From an optimization exercise on the open Yosys and OpenROAD flow, aimed at small area; shortcuts taken in it are not production practice.
Function was checked by simulation only, so behaviour that the tests miss may differ from the original.

$ cat run.sh
#!/bin/bash
# synth_recipe.tcl (not shown) runs the flow's synth.tcl, then flattens the netlist and writes it again
# the make line also repeats each setting of config.mk as NAME=value (left out here)
make -C /OpenROAD-flow-scripts/flow DESIGN_CONFIG=/design/flow/config.mk WORK_HOME=/design/flow/orfs CLKGATE_MAP_FILE= SYNTH_SCRIPT=/design/flow/synth_recipe.tcl finish
$ cat config.mk
export PLATFORM = sky130hd
export DESIGN_NAME = yuv422_to_rgb
export DESIGN_NICKNAME = yuv422_to_rgb
export VERILOG_FILES = /design/flow/design.v
export SDC_FILE = /design/flow/constraint.sdc
export NUM_CORES = 4
export LEC_CHECK = 0
export CAP_MARGIN = 20
export CORE_MARGIN = 2
export CORE_UTILIZATION = 40
export SLEW_MARGIN = 20
$ cat constraint.sdc
create_clock -name core_clock -period 9.0 [get_ports {pclk}]
set_input_delay 1.8000 -clock core_clock [delete_from_list [all_inputs] [get_ports {pclk}]]
set_output_delay 1.8000 -clock core_clock [all_outputs]
set_load 0.01 [all_outputs]
$ cat design.v
module yuv_to_rgb (
input            clk             ,  
input            rst_n           ,  
input            start_conversion,  
input      [7:0] y               , 
input      [7:0] u               ,
input      [7:0] v               ,
output reg [7:0] r               , 
output reg [7:0] g               , 
output reg [7:0] b               ,
output reg       pixel_ready        
);
parameter signed [15:0] C_1_402 = 16'h059C;   
parameter signed [15:0] C_0_344 = 16'h0160;   
parameter signed [15:0] C_0_714 = 16'h02DB;   
parameter signed [15:0] C_1_772 = 16'h0716;   
wire signed [15:0] y_s;
wire signed [15:0] u_s;
wire signed [15:0] v_s;
wire signed [31:0] r_temp;
wire signed [31:0] g_temp;
wire signed [31:0] b_temp;
assign y_s = y;
assign u_s = u - 128;   
assign v_s = v - 128;   
assign r_temp = y_s + ((v_s * C_1_402) >>> 10);
assign g_temp = y_s - ((u_s * C_0_344) >>> 10) - ((v_s * C_0_714) >>> 10);
assign b_temp = y_s + ((u_s * C_1_772) >>> 10);
always @(posedge clk or negedge rst_n)	
	if (~rst_n)	            r <= 8'h00; else
	if (start_conversion) begin	
		if (r_temp < 0)	    r <= 8'h00; else
		if (r_temp > 255) 	r <= 8'hFF; else
											    r <= r_temp[7:0];
	end
always @(posedge clk or negedge rst_n)	
	if (~rst_n)	            g <= 8'h00; else
	if (start_conversion) begin	
		if (g_temp < 0)	    g <= 8'h00; else
		if (g_temp > 255) 	g <= 8'hFF; else
											    g <= g_temp[7:0];
	end
always @(posedge clk or negedge rst_n)	
	if (~rst_n)	            b <= 8'h00; else
	if (start_conversion) begin	
		if (b_temp < 0)	    b <= 8'h00; else
		if (b_temp > 255) 	b <= 8'hFF; else
											    b <= b_temp[7:0];
	end
always @(posedge clk or negedge rst_n)
	if (~rst_n)     	        pixel_ready <= 1'b0; else
	if (pixel_ready)          pixel_ready <= 1'b0; else
	if (start_conversion)	    pixel_ready <= 1'b1;
endmodule
module yuv422_to_rgb (
input             pclk               ,  
input             presetn            ,  
input      [31:0] paddr              ,  
input      [31:0] pwdata             ,  
output reg [31:0] prdata             ,  
input         	  pwrite             ,  
input         	  psel               ,  
input         	  penable            , 
output            pslverr            ,  
output            pready             ,  
output reg        irq                ,  
output reg [95:0] rgb_out               
);
localparam IDLE    = 3'd0;
localparam LOAD    = 3'd1;
localparam CONVERT = 3'd2;
reg  [7:0] yuv_mem [0:7];     
reg  [7:0] y0;                
reg  [7:0] u0;                
reg  [7:0] y1;                
reg  [7:0] v0;                
reg  [7:0] y2;                
reg  [7:0] u1;                
reg  [7:0] y3;                
reg  [7:0] v1;                
wire [7:0] r0;                
wire [7:0] g0;                
wire [7:0] b0;                
wire [7:0] r1;                
wire [7:0] g1;                
wire [7:0] b1;                
wire [7:0] r2;                
wire [7:0] g2;                
wire [7:0] b2;                
wire [7:0] r3;                
wire [7:0] g3;                
wire [7:0] b3;                
reg        cnt_writes;        
reg  [2:0] state;             
reg        start_conversion;  
wire [3:0] result_ready;      
yuv_to_rgb conv0 (.clk(pclk), .rst_n(presetn), .start_conversion(start_conversion), .y(y0), .u(u0), .v(v0), .r(r0), .g(g0), .b(b0), .pixel_ready(result_ready[0]));
yuv_to_rgb conv1 (.clk(pclk), .rst_n(presetn), .start_conversion(start_conversion), .y(y1), .u(u0), .v(v0), .r(r1), .g(g1), .b(b1), .pixel_ready(result_ready[1]));
yuv_to_rgb conv2 (.clk(pclk), .rst_n(presetn), .start_conversion(start_conversion), .y(y2), .u(u1), .v(v1), .r(r2), .g(g2), .b(b2), .pixel_ready(result_ready[2]));
yuv_to_rgb conv3 (.clk(pclk), .rst_n(presetn), .start_conversion(start_conversion), .y(y3), .u(u1), .v(v1), .r(r3), .g(g3), .b(b3), .pixel_ready(result_ready[3]));
assign pready  = 1'b1;
assign pslverr = 1'b0;
always @(posedge pclk or negedge presetn)
	if (~presetn)	prdata <= 32'd0; else
	if (psel & ~penable & ~pwrite)	
		case(paddr[7:0])
			8'h20: prdata <= (state == IDLE) ? {32'hFFFFFFFF} : {32'd0};
			8'h30: prdata <= {rgb_out[95:72], 8'd0};   
			8'h34: prdata <= {rgb_out[71:48], 8'd0};   
			8'h38: prdata <= {rgb_out[47:24], 8'd0};   
			8'h3c: prdata <= {rgb_out[23:0], 8'd0};   
		endcase           
always @(posedge pclk or negedge presetn)
	if (~presetn)	                        cnt_writes <= 'd0; else
	if (psel & penable & pready & pwrite)	cnt_writes <= cnt_writes + 'd1;
always @(posedge pclk or negedge presetn)
	if (~presetn)	                                     start_conversion <= 1'b0; else
	if (start_conversion)                              start_conversion <= 1'b0; else
	if (psel & penable & pready & pwrite & cnt_writes) start_conversion <= 1'b1;
always @(posedge pclk or negedge presetn)
	if (~presetn)      	irq <= 1'b0; else
	if (irq)					  irq <= 1'b0; else
	if (&result_ready)	irq <= 1'b1;
always @(posedge pclk or negedge presetn)
	if (~presetn)	                                                  state <= IDLE; else
	case(state)
		IDLE    : if (psel & ~penable & pwrite)                       state <= LOAD;     
		LOAD    : if (psel & penable & pready & pwrite & cnt_writes)  state <= CONVERT;  
		CONVERT : if (&result_ready)                                  state <= IDLE;     
	endcase
always @(posedge pclk or negedge presetn)
	if (~presetn) begin	yuv_mem[0] <= 8'd0;
	                    yuv_mem[1] <= 8'd0;
	                    yuv_mem[2] <= 8'd0;
	                    yuv_mem[3] <= 8'd0;
	                    yuv_mem[4] <= 8'd0;
	                    yuv_mem[5] <= 8'd0;
	                    yuv_mem[6] <= 8'd0;
	                    yuv_mem[7] <= 8'd0; end else
	if (psel & pwrite & ~penable) 
		case (paddr[7:0])                               
      8'h10: begin yuv_mem[0] <= pwdata[7:0];           
									 yuv_mem[1] <= pwdata[15:8];          
									 yuv_mem[2] <= pwdata[23:16];         
									 yuv_mem[3] <= pwdata[31:24]; end     
      8'h14: begin yuv_mem[4] <= pwdata[7:0];           
                   yuv_mem[5] <= pwdata[15:8];          
                   yuv_mem[6] <= pwdata[23:16];         
                   yuv_mem[7] <= pwdata[31:24]; end     
    endcase
always @(posedge pclk or negedge presetn)
	if (~presetn)	            rgb_out <= 96'd0; else
	if (&result_ready)	      rgb_out <= {r0, g0, b0, r1, g1, b1, r2, g2, b2, r3, g3, b3};  
always @(posedge pclk or negedge presetn)
	if (~presetn)	                    y0 <= 'd0; else
	if ((state == LOAD) & cnt_writes) y0 <= yuv_mem[0];
always @(posedge pclk or negedge presetn)
	if (~presetn)	                    u0 <= 'd0; else
	if ((state == LOAD) & cnt_writes) u0 <= yuv_mem[1];
always @(posedge pclk or negedge presetn)
	if (~presetn)	                    y1 <= 'd0; else
	if ((state == LOAD) & cnt_writes) y1 <= yuv_mem[2];
always @(posedge pclk or negedge presetn)
	if (~presetn)	                    v0 <= 'd0; else
	if ((state == LOAD) & cnt_writes) v0 <= yuv_mem[3];
always @(posedge pclk or negedge presetn)
	if (~presetn)	                    y2 <= 'd0; else
	if ((state == LOAD) & cnt_writes) y2 <= yuv_mem[4];
always @(posedge pclk or negedge presetn)
	if (~presetn)	                    u1 <= 'd0; else
	if ((state == LOAD) & cnt_writes) u1 <= yuv_mem[5];
always @(posedge pclk or negedge presetn)
	if (~presetn)	                    y3 <= 'd0; else
	if ((state == LOAD) & cnt_writes) y3 <= yuv_mem[6];
always @(posedge pclk or negedge presetn)
	if (~presetn)	                    v1 <= 'd0; else
	if ((state == LOAD) & cnt_writes) v1 <= yuv_mem[7];
endmodule
==> results of run 1 <==
-- cell usage in the layout (no fill, tap or decap), drive strengths merged, types with 106 or more instances in the layout --
| master | synthesis | layout |
|---|---|---|
| nand2 | 116 | 116 |
| fa | 154 | 154 |
| mux2 | 188 | 188 |
| a21oi | 106 | 106 |
| ha | 466 | 466 |
| dfrtp | 354 | 354 |
| clkdlybuf4s50 | 0 | 171 |
| nor2 | 119 | 119 |
| inv | 447 | 448 |
| o21ai | 140 | 140 |
-- through the flow --
stage / utilization / cell area [µm²]
global placement: 0.442 / 32200
detailed placement: 0.442 / 32200
floorplan: - / 29400
CTS: 0.460 / 33500
finish: 0.460 / 33600
global route: 0.460 / 33600
-- worst max-delay path, delay by kind of cell (launching register included) --
kind | cells | cell delay (ns)
AO/OA/AOI/OAI | 11 | 2.32
adder cells (fa/ha/maj) | 8 | 3.49
flip-flops | 1 | 0.55
XOR/XNOR | 1 | 0.36
multiplexers | 1 | 0.61
buffers and inverters | 5 | 0.40
-- worst max-delay path by stage --
stage / cells after the start / to / start
finish: 26 / conv1.g[4] / v0[1]
global route: 28 / conv1.g[5] / v0[6]
CTS: 26 / conv2.g[4] / v1[1]
detailed placement: 26 / conv2.g[4] / v1[1]
global placement: 26 / conv2.g[5] / v1[1]
floorplan: 28 / conv1.g[0] / v0[7]
-- layout make-up --
class                   instances  area (µm²)  share of cell area
well taps                     959        1200              0.0357
multi-input cells            1911       18600               0.554
clock buffers                  47        1050              0.0311
inverters                     447        1680              0.0499
repair buffers                191        1920              0.0571
flip-flops and latches        354        8860               0.264
clock inverters                24         283             0.00842
-- logic make-up (layout without fill, tap and decap cells) --
| logic type | Yosys count | count (layout) | synth area share |
|---|---|---|---|
| buf+inv | 526 | 709 | 0.0682 |
| simple gates | 360 | 360 | 0.0573 |
| flops | 354 | 354 | 0.301 |
| compound gates | 560 | 560 | 0.133 |
| mux | 221 | 221 | 0.0933 |
| other cells | 2 | 2 | 0.000255 |
| xor+xnor | 148 | 148 | 0.0440 |
| fa+ha+maj | 620 | 620 | 0.303 |
-- layer usage --
metal	global-route usage	up-vias
met5	0	-
met4	0.0556	0
met3	0.0217	94
met2	0.370	404
met1	0.274	10300
li1	-	9980
==> key figures, run 1 <==
Outcome
  • Status: finished clean

Yosys
  • Cells after Synth: 2791
  • Asr flop ratio synth: 1.00
  • Synth area leader: dfrtp_1
  • Syn avg cell area: 10.5 µm²
  • Top cell type's share of synthesized area: 0.301
  • Post-synth EDFFs: 0
  • Synth Cell Area: 29400 µm²
  • Top-count cell post-synth: ha_1
  • Area contributors post-synth: dfrtp_1 (30%), ha_1 (20%), fa_1 (10%)
  • Syn. warnings: 3
  • Distinct cells, synth: 70
  • Synthesized Nets: 3480
  • Number of synthesized register bits: 354
  • Post-synthesis sequential area ratio: 0.301
  • Most common library cells after synthesis: ha_1 (466), inv_1 (447), dfrtp_1 (354), mux2_2 (188), fa_1 (154)
  • Ys flop type: dfrtp_1

Die
  • I/O pins: 200
  • Chip Height: 275 µm
  • Rows: 99
  • Full die area: 75800 µm²
  • Die W: 275 µm
  • CORE AREA: 73000 µm²
  • Starting Density: 0.404

Cells and area
  • Synth-to-Final Area Change: 14.1%
  • Final std cells w/o fill: 3933
  • Fillcell total: 6701
  • Nets@finish: 3633
  • Largest registers: rgb_out (96), yuv_mem (64), prdata (25)
  • Number of antenna diodes: 0
  • Layout cell share with drive strength beyond 1: 0.124
  • Reg with most FFs: rgb_out
  • Max FFs per register: 96

Timing
  • Final worst-path cycle share: 0.868
  • Worst slew pin tran: 1.04 ns
  • Crit path time final: 7.81 ns
  • Smallest hold slack: 0.426 ns
  • Number of setup violations in the final report: 0
  • Worst slew margin: 0.305
  • Hold Vio Cnt, Final: 0
  • Clock skew: 0.0315 ns
  • Worst setup margin: 1.19 ns
  • Fin. max-slew vios: 0
  • Peak Freq: 128 MHz
  • RSZ-0062 raised after global routing: no
  • TNS Setup: 0 ns

CTS
  • Num CTS Buffers: 39
  • CTS Sinks: 354
  • Clock Pin Slew Worst Setup and Hold Paths: 0.06 ns
  • CTS H-Tree Depth: 2
  • Post-CTS Resized: 0
  • CTS tree: built
  • Clk root buf: clkbuf_16
  • Post-CTS Setup Bufs: 0
  • Hold_buf cts: 0
  • Worst skew pair latency: 0.58 ns
  • Clock buffer depth: 3

Routing
  • Highest metal used: met4
  • Vias per inst: 5.29
  • Vias: 20800
  • Wire length per cell: 20.0 µm
  • Met1 wire length: 34.9 mm
  • Detail Route Antenna Nets: 0
  • Drt total wl: 78.5 mm
  • DRT iter0 DRCs: 1151
  • First-pass detailed-route iteration total: 5
  • Drc violations: 0
  • Routed wl met3: 2.77 mm
  • Met2 routed WL: 38.8 mm

Placement
  • Gpl congestion: 0.898
  • Worst slack, placed: 1.18 ns
  • Hpwl dp: 64.6 mm
  • IO Port Bufs: 173
  • Cells after DPL: 3860

Global route
  • Vias in the first global route: 21500
  • Largest net degree at the start of global routing: 181
  • GRT Overall Usage: 0.209
  • First-pass GRT wire length: 122 mm
  • Grt total ovfl: 0
  • Initial antenna violation count: 3

Worst hold path
  • Hold WC Path Type: flop to flop
  • Hold EP: irq
  • Hold Path Depth: 1
  • Hold_sp: irq

Setup path
  • CP required: 9.51 ns
  • Slowest-stage cell, CP: mux2i_1
  • Crit path capture type: flop
  • Critical R2R Capture: conv1.g[4]
  • Critical path class: flop to flop
  • Crit path arrival time: 8.33 ns
  • R2R Path Start: v0[1]
  • Worst R2R Setup Slack: 1.19 ns
  • Startpoint Class: flop
  • R2R depth: 26
  • Critical path peak fanout: 8
  • Delay of the slowest critical-path stage: 0.61 ns

Run
  • Max_cap viols: 0
==> inputs of run 2 (changes only) <==
==> design.v (replaced) <==
module yuv_to_rgb (
input      [31:0] yuv,   
output     [47:0] rgb    
);
function [19:0] add;   
input [19:0] a, b; input cin;
integer i; reg c;
begin c = cin;
  for (i = 0; i < 20; i = i + 1) begin
    add[i] = a[i] ^ b[i] ^ c;
    c = (a[i] & b[i]) | (c & (a[i] ^ b[i]));
  end
end endfunction
function [7:0] addclamp;   
input [7:0] y; input [8:0] t;
integer i; reg c; reg [7:0] s;
begin c = 1'b0;
  for (i = 0; i < 8; i = i + 1) begin
    s[i] = y[i] ^ t[i] ^ c;
    c = (y[i] & t[i]) | (c & (y[i] ^ t[i]));
  end
  addclamp = (c == t[8]) ? s : {8{c}};
end endfunction
wire [7:0] y0 = yuv[7:0];
wire [7:0] u  = yuv[15:8];
wire [7:0] y1 = yuv[23:16];
wire [7:0] v  = yuv[31:24];
wire [19:0] us = {{12{~u[7]}}, ~u[7], u[6:0]};
wire [19:0] vs = {{12{~v[7]}}, ~v[7], v[6:0]};
wire [19:0] pr = add(add(add(vs<<10, vs<<8, 1'b0), add(vs<<7, vs<<4, 1'b0), 1'b0), add(vs<<3, vs<<2, 1'b0), 1'b0);
wire [19:0] pgu = add(add(us<<8, us<<6, 1'b0), us<<5, 1'b0);
wire [19:0] pgv = add(add(add(vs<<9, vs<<7, 1'b0), add(vs<<6, vs<<4, 1'b0), 1'b0), add(add(vs<<3, vs<<1, 1'b0), vs, 1'b0), 1'b0);
wire [19:0] pb = add(add(add(us<<10, us<<9, 1'b0), add(us<<8, us<<4, 1'b0), 1'b0), add(us<<2, us<<1, 1'b0), 1'b0);
wire [19:0] ng = add(~{{10{pgu[19]}}, pgu[19:10]}, ~{{10{pgv[19]}}, pgv[19:10]}, 1'b0) + 20'd2;
assign rgb = {addclamp(y0, pr[18:10]), addclamp(y0, ng[8:0]), addclamp(y0, pb[18:10]),
              addclamp(y1, pr[18:10]), addclamp(y1, ng[8:0]), addclamp(y1, pb[18:10])};
endmodule
module yuv422_to_rgb (
input             pclk               ,
input             presetn            ,
input      [31:0] paddr              ,
input      [31:0] pwdata             ,
output reg [31:0] prdata             ,
input             pwrite             ,
input             psel               ,
input             penable            ,
output            pslverr            ,
output            pready             ,
output reg        irq                ,
output reg [95:0] rgb_out
);
wire wr_setup  = psel & ~penable &  pwrite;
wire rd_setup  = psel & ~penable & ~pwrite;
wire wr_access = psel &  penable &  pwrite;
reg        cnt_writes;
reg        loaded;      
reg        conv1;       
reg        conv2;       
reg        wr_yuv;      
reg [47:0] pix_mem [0:1];
wire idle = ~loaded & ~conv1 & ~conv2;
assign pready  = 1'b1;
assign pslverr = 1'b0;
always @(posedge pclk or negedge presetn)
	if (~presetn) begin
		cnt_writes <= 1'b0;
		loaded     <= 1'b0;
		conv1      <= 1'b0;
		conv2      <= 1'b0;
		irq        <= 1'b0;
		wr_yuv     <= 1'b0;
	end else begin
		if (wr_access) cnt_writes <= ~cnt_writes;
		conv1  <= wr_access & cnt_writes & ~conv1;
		conv2  <= conv1 & ~conv2;
		irq    <= conv2 & ~irq;
		loaded <= loaded ? ~(wr_access & cnt_writes) : (wr_setup & ~conv1 & ~conv2);
		wr_yuv <= wr_setup & (paddr[7:0] == 8'h10 || paddr[7:0] == 8'h14);
	end
wire [47:0] pix_new;
yuv_to_rgb conv (.yuv(pwdata), .rgb(pix_new));
always @(posedge pclk or negedge presetn)
	if (~presetn) begin
		pix_mem[0] <= {2{24'h008800}};
		pix_mem[1] <= {2{24'h008800}};
	end else if (wr_yuv)
		pix_mem[paddr[2]] <= pix_new;
always @(posedge pclk or negedge presetn)
	if (~presetn) rgb_out <= 96'd0; else
	if (conv2)    rgb_out <= {pix_mem[0], pix_mem[1]};
reg [23:0] pix;
always @(*)
	case (paddr[3:2])
		2'd0: pix = rgb_out[95:72];
		2'd1: pix = rgb_out[71:48];
		2'd2: pix = rgb_out[47:24];
		default: pix = rgb_out[23:0];
	endcase
always @(posedge pclk or negedge presetn)
	if (~presetn) prdata <= 32'd0; else
	if (rd_setup)
		case (paddr[7:0])
			8'h20: prdata <= {32{idle}};
			8'h30, 8'h34, 8'h38, 8'h3c: prdata <= {pix, 8'd0};
		endcase
endmodule
==> run 2 against run 1 <==
Against the previous run: now fails the layout checks on negative setup slack; critical path depth increased by 6; utilization increased by 6.5 points; first-iteration DRC count decreased by 67%; die area decreased by 52%; wire length decreased by 56%; register-to-register slack improved by 5.7 ns; synthesized cell count decreased by 60%; via count decreased by 55%; sequential share of layout area increased by 4.7 points; clock skew decreased by 0.0077 ns.
==> key figures, run 2 <==
Outcome
  • Status: failed layout checks
  • Failing Checks: negative setup slack

Routing
  • Wire length per cell: 19.0 µm
  • Vias per inst: 5.12
  • Drt total wl: 34.9 mm
  • Detail Route Antenna Nets: 0
  • Vias: 9390
  • DRT iter0 DRCs: 385
  • Drc violations: 0
  • First-pass detailed-route iteration total: 5

CTS
  • CTS Sinks: 223
  • Num CTS Buffers: 24
  • Clock buffer depth: 3
  • Worst skew pair latency: 0.53 ns
  • CTS tree: built
  • Clk root buf: clkbuf_16
  • Clock Pin Slew Worst Setup and Hold Paths: 0.06 ns
  • CTS H-Tree Depth: 1

Placement
  • IO Port Bufs: 173
  • Gpl congestion: 0.848
  • Area post-placement: 16600 µm²
  • Hpwl dp: 26.3 mm
  • Cells after DPL: 1781

Global route
  • First-pass GRT wire length: 55.7 mm
  • Initial antenna violation count: 0
  • Vias in the first global route: 10000
  • Grt total ovfl: 0
  • Largest net degree at the start of global routing: 93
  • GRT Overall Usage: 0.197

Die
  • Chip Height: 190 µm
  • Rows: 68
  • Die W: 190 µm
  • CORE AREA: 34300 µm²
  • Full die area: 36100 µm²
  • Starting Density: 0.403
  • I/O pins: 200

Yosys
  • Number of synthesized register bits: 223
  • Asr flop ratio synth: 1.00
  • Syn avg cell area: 12.3 µm²
  • Most common library cells after synthesis: dfrtp_1 (215), inv_1 (148), fa_1 (147), nand2_1 (123), mux2_2 (96)
  • Synthesized Nets: 1375
  • Area contributors post-synth: dfrtp_1 (39%), fa_1 (21%), mux2_2 (7.8%)
  • Top-count cell post-synth: dfrtp_1
  • Syn. warnings: 3
  • Distinct cells, synth: 50
  • Top cell type's share of synthesized area: 0.389
  • Synth area leader: dfrtp_1
  • Cells after Synth: 1125
  • Post-synthesis sequential area ratio: 0.404
  • Post-synth EDFFs: 0
  • Ys flop type: dfrtp_1
  • Synth Cell Area: 13800 µm²

Timing
  • Worst slew margin: 0.302
  • Clock skew: 0.0238 ns
  • Number of setup violations in the final report: 32
  • RSZ-0062 raised after global routing: yes
  • Peak Freq: 102 MHz
  • Crit path time final: 9.77 ns
  • Worst setup margin: -0.768 ns
  • Worst slew pin tran: 1.05 ns
  • Fin. max-slew vios: 0
  • Hold Vio Cnt, Final: 0
  • Final worst-path cycle share: 1.09

Cells and area
  • Nets@finish: 1612
  • Commonest non-fill, non-tap cell in the layout: dfrtp_1
  • Largest registers: pix_mem (96), rgb_out (96), prdata (25)
  • Design Area, Final: 18000 µm²
  • Number of antenna diodes: 0
  • Final std cells w/o fill: 1834
  • Layout cell share with drive strength beyond 1: 0.314
  • Most frequent cells in the layout: dfrtp_1 (214), clkdlybuf4s50_1 (162), inv_1 (119)
  • Synth-to-Final Area Change: 30.3%

Setup path
  • Crit path arrival time: 10.20 ns
  • Delay of the slowest critical-path stage: 0.54 ns
  • Delay-heaviest family, CP: adder cells
  • Startpoint Class: primary input
  • CP required: 9.43 ns
  • Critical path class: primary input to flop
  • CP dominant cell by count: fa_2
  • Crit path capture type: flop
  • Slowest-stage cell, CP: fa_2
  • Buf/Inv on CP: 8
  • Critical path peak fanout: 3

Worst hold path
  • Hold WC Path Type: flop to flop

Run
  • Max_cap viols: 0
## run 2: cell types whose count changed in the layout (fill, tap and decap cells not counted), sizes merged, moves of 91 or more
| cell | before | now |
|---|---|---|
| inv | 448 | 147 |
| nor2 | 119 | 17 |
| ha | 466 | 34 |
| o21ai | 140 | 49 |
| xnor2 | 103 | 6 |
| dfrtp | 354 | 215 |
| mux2 | 188 | 96 |
## run 2: worst paths after layout
check                           startpoint        endpoint  slack, ns  cells after the start
worst max-delay path            pwdata[24]  pix_mem[1][39]      -0.77                     32
worst min-delay path                   irq             irq       0.42                      1
worst max register to register       conv2     rgb_out[17]       6.90                      2
worst min register to register         irq             irq       0.42                      1
max in group asynchronous          presetn           conv2       6.27                      2
min in group asynchronous          presetn     rgb_out[52]       1.26                      1
## run 2: what timing repair did
item                                    in CTS  in global routing
pin swaps                                   42                 52
resized for setup                           91                 95
hold buffers                                 0                  0
endpoints found under the hold margin        0                  0
endpoints found under the setup margin      96                 96
buffers inserted                             5                  5
## run 2: metrics by stage
stage / util / setup slack, ns / hold WS, ns / TNS (ns)
after floorplan: - / -1.06 / 0.443 / -28.87
after global placement: 0.485 / -1.66 / 0.420 / -103.03
after detailed placement: 0.485 / -1.78 / 0.423 / -113.92
after CTS: 0.516 / -0.878 / 0.431 / -22.78
after global routing: 0.525 / -0.997 / 0.478 / -25.62
final: 0.525 / -0.768 / 0.423 / -17.88
## run 2: kinds of logic after synthesis
| kind of cell | count (synthesis) | share of synthesized area |
|---|---|---|
| muxes | 120 | 0.117 |
| and+or+nand+nor | 179 | 0.0567 |
| AOI/OAI and AO/OA | 192 | 0.101 |
| DFF | 223 | 0.404 |
| other | 2 | 0.000543 |
| buffers and inverters | 212 | 0.0631 |
| adders and majority gates | 185 | 0.247 |
| xor gates and xnor gates | 12 | 0.0109 |
## run 2: area by class of cell
class	instances	area [µm²]
Multi-Input combinational cell	690	7930
Inverter	148	564
Tap cell	455	569
Timing Repair Buffer	275	2550
Fill cell	2977	16300
Clock inverter	9	141
Clock buffer	34	668
Sequential cell	223	5590
## run 2: worst register-to-register path: cells and delay by family (launching register included)
family / cells / cell delay (ns)
multiplexers: 1 / 0.46
flip-flops: 1 / 0.71
buffers and inverters: 1 / 0.81
## run 2: routing by layer
metal | track usage | vias to the layer above | wire length, µm
li1 | - | 4281 | -
met1 | 0.279 | 4873 | 15800
met2 | 0.331 | 197 | 17000
met3 | 0.0170 | 39 | 1470
met4 | 0.0432 | 0 | 641
met5 | 0 | - | 0

==> what the ideal ports hide <==
In the flow no input, the clock included, has a driving cell. The finished layouts below were timed again as built, in two steps.
Step 1 sets driving cells, clkbuf_16 on the clock port and buf_2 on the other inputs (assumed; they add their load-dependent delay and slew).
Step 2 also shifts input and output timing later by t, the mid clock arrival at the registers, as if the neighbouring blocks saw the same clock.
Three values: ideal ports, drivers, drivers and shift; two values: the first two.
run	shift t [ns]	slack for setup (ns)	pins driven straight from the clock port
run 1	0.630	1.189 / 1.189 / 1.189	1
run 2	0.561	-0.768 / -0.769 / -1.330	1
The setup slack of run 2, which loses most, moves by -0.001 ns with the drivers and by -0.562 ns with both steps.
